This is an optimization exercise on Yosys and OpenROAD, whose aim is small area and a short achievable clock period, not a production implementation.
The RTL was checked by simulation tests, not by an equivalence proof against the original design.
No activity file was given, so power comes from the tool's default toggle rates.

==> flow/design.v (excerpt) <==
module QE_M (clk, reset, in_a, in_b, in_c, in_x, mode, valid_in, last_input, valid_out, result);
input wire clk, reset, mode;
input wire [7:0] in_a;
input wire [7:0] in_b;
input wire [7:0] in_c;
input wire [7:0] in_x;
input wire valid_in, last_input;
output reg valid_out;
output wire [15:0] result;
reg T1a14, T1a13, T1b13, T1c13, T1a12, T1b12, T1c12, T1a11, T1b11, T1c11, T1a10, T1b10, T1c10, T1a9, T1b9, T1c9, T1a8, T1b8, T1c8, T1a7, T1b7, T1c7, T1a6, T1b6, T1c6, T1a5, T1b5, T1c5, T1a4, T1b4, T1c4, T1a3, T1b3, T1c3, T1a2, T1b2, T1c2, T1a1, T1b1, T1c1, T1a0, T1b0;
reg [7:0]  X1, C1;
reg        m1, f1;
reg [15:0] R;
reg [3:0]  bo, bt, bn;   
reg [3:0]  bnn;          
reg        x7;
reg [7:0]  C2;
reg        nkeep2;       
reg S3a15, S3b15, S3a14, S3b14, S3a13, S3b13, S3a12, S3b12, S3a11, S3b11, S3a10, S3b10, S3a9, S3b9, S3a8, S3b8, S3a7, S3b7, S3a6, S3b6, S3a5, S3b5, S3a4, S3b4, S3a3, S3b3, S3a2, S3b2, S3a1, S3b1, S3a0, S3b0;
reg [15:0] Y;
reg        q1, q2, q3;   
reg        lastd;        
wire [15:0] S3a = {S3a15, S3a14, S3a13, S3a12, S3a11, S3a10, S3a9, S3a8, S3a7, S3a6, S3a5, S3a4, S3a3, S3a2, S3a1, S3a0};
wire [15:0] S3b = {S3b15, S3b14, S3b13, S3b12, S3b11, S3b10, S3b9, S3b8, S3b7, S3b6, S3b5, S3b4, S3b3, S3b2, S3b1, S3b0};
wire [15:0] S3s;
wire [15:0] td_cp_p, td_cp_g, td_cp_c;
qe_x2 td_cp_px0 (.a(S3a[0]), .b(S3b[0]), .y(td_cp_p[0]));
assign td_cp_g[0] = ~(S3a[0] | S3b[0]);
qe_x2 td_cp_px1 (.a(S3a[1]), .b(S3b[1]), .y(td_cp_p[1]));
assign td_cp_g[1] = ~(S3a[1] | S3b[1]);
qe_x2 td_cp_px2 (.a(S3a[2]), .b(S3b[2]), .y(td_cp_p[2]));
assign td_cp_g[2] = ~(S3a[2] | S3b[2]);
qe_x2 td_cp_px3 (.a(S3a[3]), .b(S3b[3]), .y(td_cp_p[3]));
assign td_cp_g[3] = ~(S3a[3] | S3b[3]);
qe_x2 td_cp_px4 (.a(S3a[4]), .b(S3b[4]), .y(td_cp_p[4]));
assign td_cp_g[4] = ~(S3a[4] | S3b[4]);
  ...
Size: ~150 flip-flops, ~8500 um^2 of cells after synthesis.
Settings: LEC_CHECK=0, CAP_MARGIN=20, CORE_MARGIN=2, CORE_UTILIZATION=40, CTS_BUF_LIST=sky130_fd_sc_hd__clkbuf_8, SETUP_SLACK_MARGIN=4, SLEW_MARGIN=20, SYNTH_HIERARCHICAL=1; clock period 6.5 ns.
standard.sh (not shown) runs the stock make flow with config.mk's settings and CLKGATE_MAP_FILE= SYNTH_SCRIPT=/design/flow/synth_recipe.tcl, a recipe that flattens the netlist after the stock synthesis.
==> flow/flow/run.sh <==
#!/bin/bash
# The standard layout, with buf_4 cells as the input port buffers and buf_2
# cells as the output port buffers (the outputs are buffered by a hook that
# runs just before the flow buffers the inputs).
export PRE_GLOBAL_PLACE_TCL="$PWD/flow/buffer_outputs.tcl"
bash standard.sh "BUFFER_PORTS_ARGS=-inputs -buffer_cell sky130_fd_sc_hd__buf_4" finish > standard.log 2>&1
==> flow/flow/buffer_outputs.tcl <==
# Buffer the output ports with buf_2 cells; the flow then buffers the inputs.
buffer_ports -outputs -buffer_cell sky130_fd_sc_hd__buf_2
Next try:
==> flow/flow/run.sh (replaced) <==
#!/bin/bash
# The standard layout, with buf_4 cells as the port buffers.
bash standard.sh "BUFFER_PORTS_ARGS=-buffer_cell sky130_fd_sc_hd__buf_4" finish > standard.log 2>&1
- SETUP_SLACK_MARGIN: 4 -> 4.1
removed: flow/flow/buffer_outputs.tcl
Effect:
- hold slack gets worse by 0.0045 ns
- fmax climbs by about 5%
- routed wire length goes up by about 1%
- final cell count came out higher by 1.4%
- worst setup slack improves by 0.11 ns
- clock-buffer cell count came out higher by 1
- via count went up by 0.46%
- synthesized cell count is unchanged
- cell area increases by 2.3%
- clock skew climbs by 0.0049 ns

## run 1
Another version of the RTL of QE_M (not shown whole).
Size: roughly 720 cells after synthesis, about 51 flip-flops, roughly 6700 sq um of cells after synthesis.
==> flow/config.mk <==
export PLATFORM = sky130hd
export DESIGN_NAME = QE_M
export DESIGN_NICKNAME = QE_M
export VERILOG_FILES = /design/flow/design.v
export SDC_FILE = /design/flow/constraint.sdc
export NUM_CORES = 4
export LEC_CHECK = 0
export CAP_MARGIN = 20
export CORE_MARGIN = 2
export CORE_UTILIZATION = 40
export SETUP_SLACK_MARGIN = 1.5
export SLEW_MARGIN = 20
==> flow/constraint.sdc <==
create_clock -name core_clock -period 6.5 [get_ports {clk}]
set_input_delay 1.3000 -clock core_clock [delete_from_list [all_inputs] [get_ports {clk}]]
set_output_delay 1.3000 -clock core_clock [all_outputs]
set_load 0.01 [all_outputs]
run.sh (not shown) runs the stock make flow with config.mk's settings and CLKGATE_MAP_FILE= SYNTH_SCRIPT=/design/flow/synth_recipe.tcl, a recipe that flattens the netlist after the stock synthesis.
Stock flow here: none of the scripts above is used.
Having completed the whole flow, run 1 delivered a layout that passed the timing, DRC and antenna checks.
[inputs] run 2 vs run 1
- SETUP_SLACK_MARGIN removed (was 1.5)
Findings:
Of the two candidates, run 1 has the worse relative slew slack and run 2 the better one.
Run 1 consumes more power than run 2.
Against run 1, design area in run 2 fell by a few percent.

Another version of the RTL of QE_M (not shown whole).
Size: ~880 cells after synthesis, about 150 flip-flops, ~54 I/O pins, ~8400 um2 of cells after synthesis.
## QE_M
module QE_M (clk, reset, in_a, in_b, in_c, in_x, mode, valid_in, last_input, valid_out, result);
clock: 6.5 ns
lec_check: 0
cap_margin: 20
core_margin: 2
core_utilization: 40
cts_buf_list: sky130_fd_sc_hd__clkbuf_8
place_density: 0.7
setup_slack_margin: 4
slew_margin: 20
synth_hierarchical: 1
standard.sh (not shown) runs the stock make flow with config.mk's settings and CLKGATE_MAP_FILE= SYNTH_SCRIPT=/design/flow/synth_recipe.tcl, a recipe that flattens the netlist after the stock synthesis.
==> flow/flow/run.sh <==
#!/bin/bash
# The standard layout, with buf_2 cells as the port buffers.
bash standard.sh "BUFFER_PORTS_ARGS=-buffer_cell sky130_fd_sc_hd__buf_2" finish > standard.log 2>&1
The baseline completed without violations.
Next try:
Settings changed: PLACE_DENSITY 0.7 to not set.
Area after synthesis is unchanged.
Clock-buffer cell count does not change.
Routed wire length hardly moves.
Global-route usage rose by 0.39 points.
Sequential power is about the same.
Total power went down by 6.0%.

## afterwards: timing with drivers on the ports
No port has a modelled driver above. Below, the same layouts with a new extraction and two added sets of constraints.
Step 1 sets driving cells, clkbuf_16 on the clock port and buf_2 on the other inputs (assumed; they add their load-dependent delay and slew).
Step 2, shift: input delay + t, output delay - t, t = (earliest + latest rising clock arrival at the registers) / 2. This alone moves slack from input paths to output paths.
a / b / c = no drivers / after step 1 / after step 2; a / b = the first two.
run	shift t [ns]	setup WS [ns]	worst slew at a driven data input, ns
the first run of note 1	0.486	4.140 / 4.140 / 3.803	0.04
the second run of note 1	0.475	4.250 / 4.214 / 3.811	0.04
run 1	0.341	1.376 / 1.378 / 1.037	0.05
run 2	0.331	0.627 / 0.632 / 0.301	0.04
the first run of note 3	0.482	4.102 / 4.114 / 3.632	0.04
the second run of note 3	0.482	4.175 / 4.182 / 3.708	0.03
After both steps every run listed still meets setup and hold. The setup slack of the first run of note 3, which loses most, moves by +0.012 ns with the drivers and by -0.470 ns with both steps.
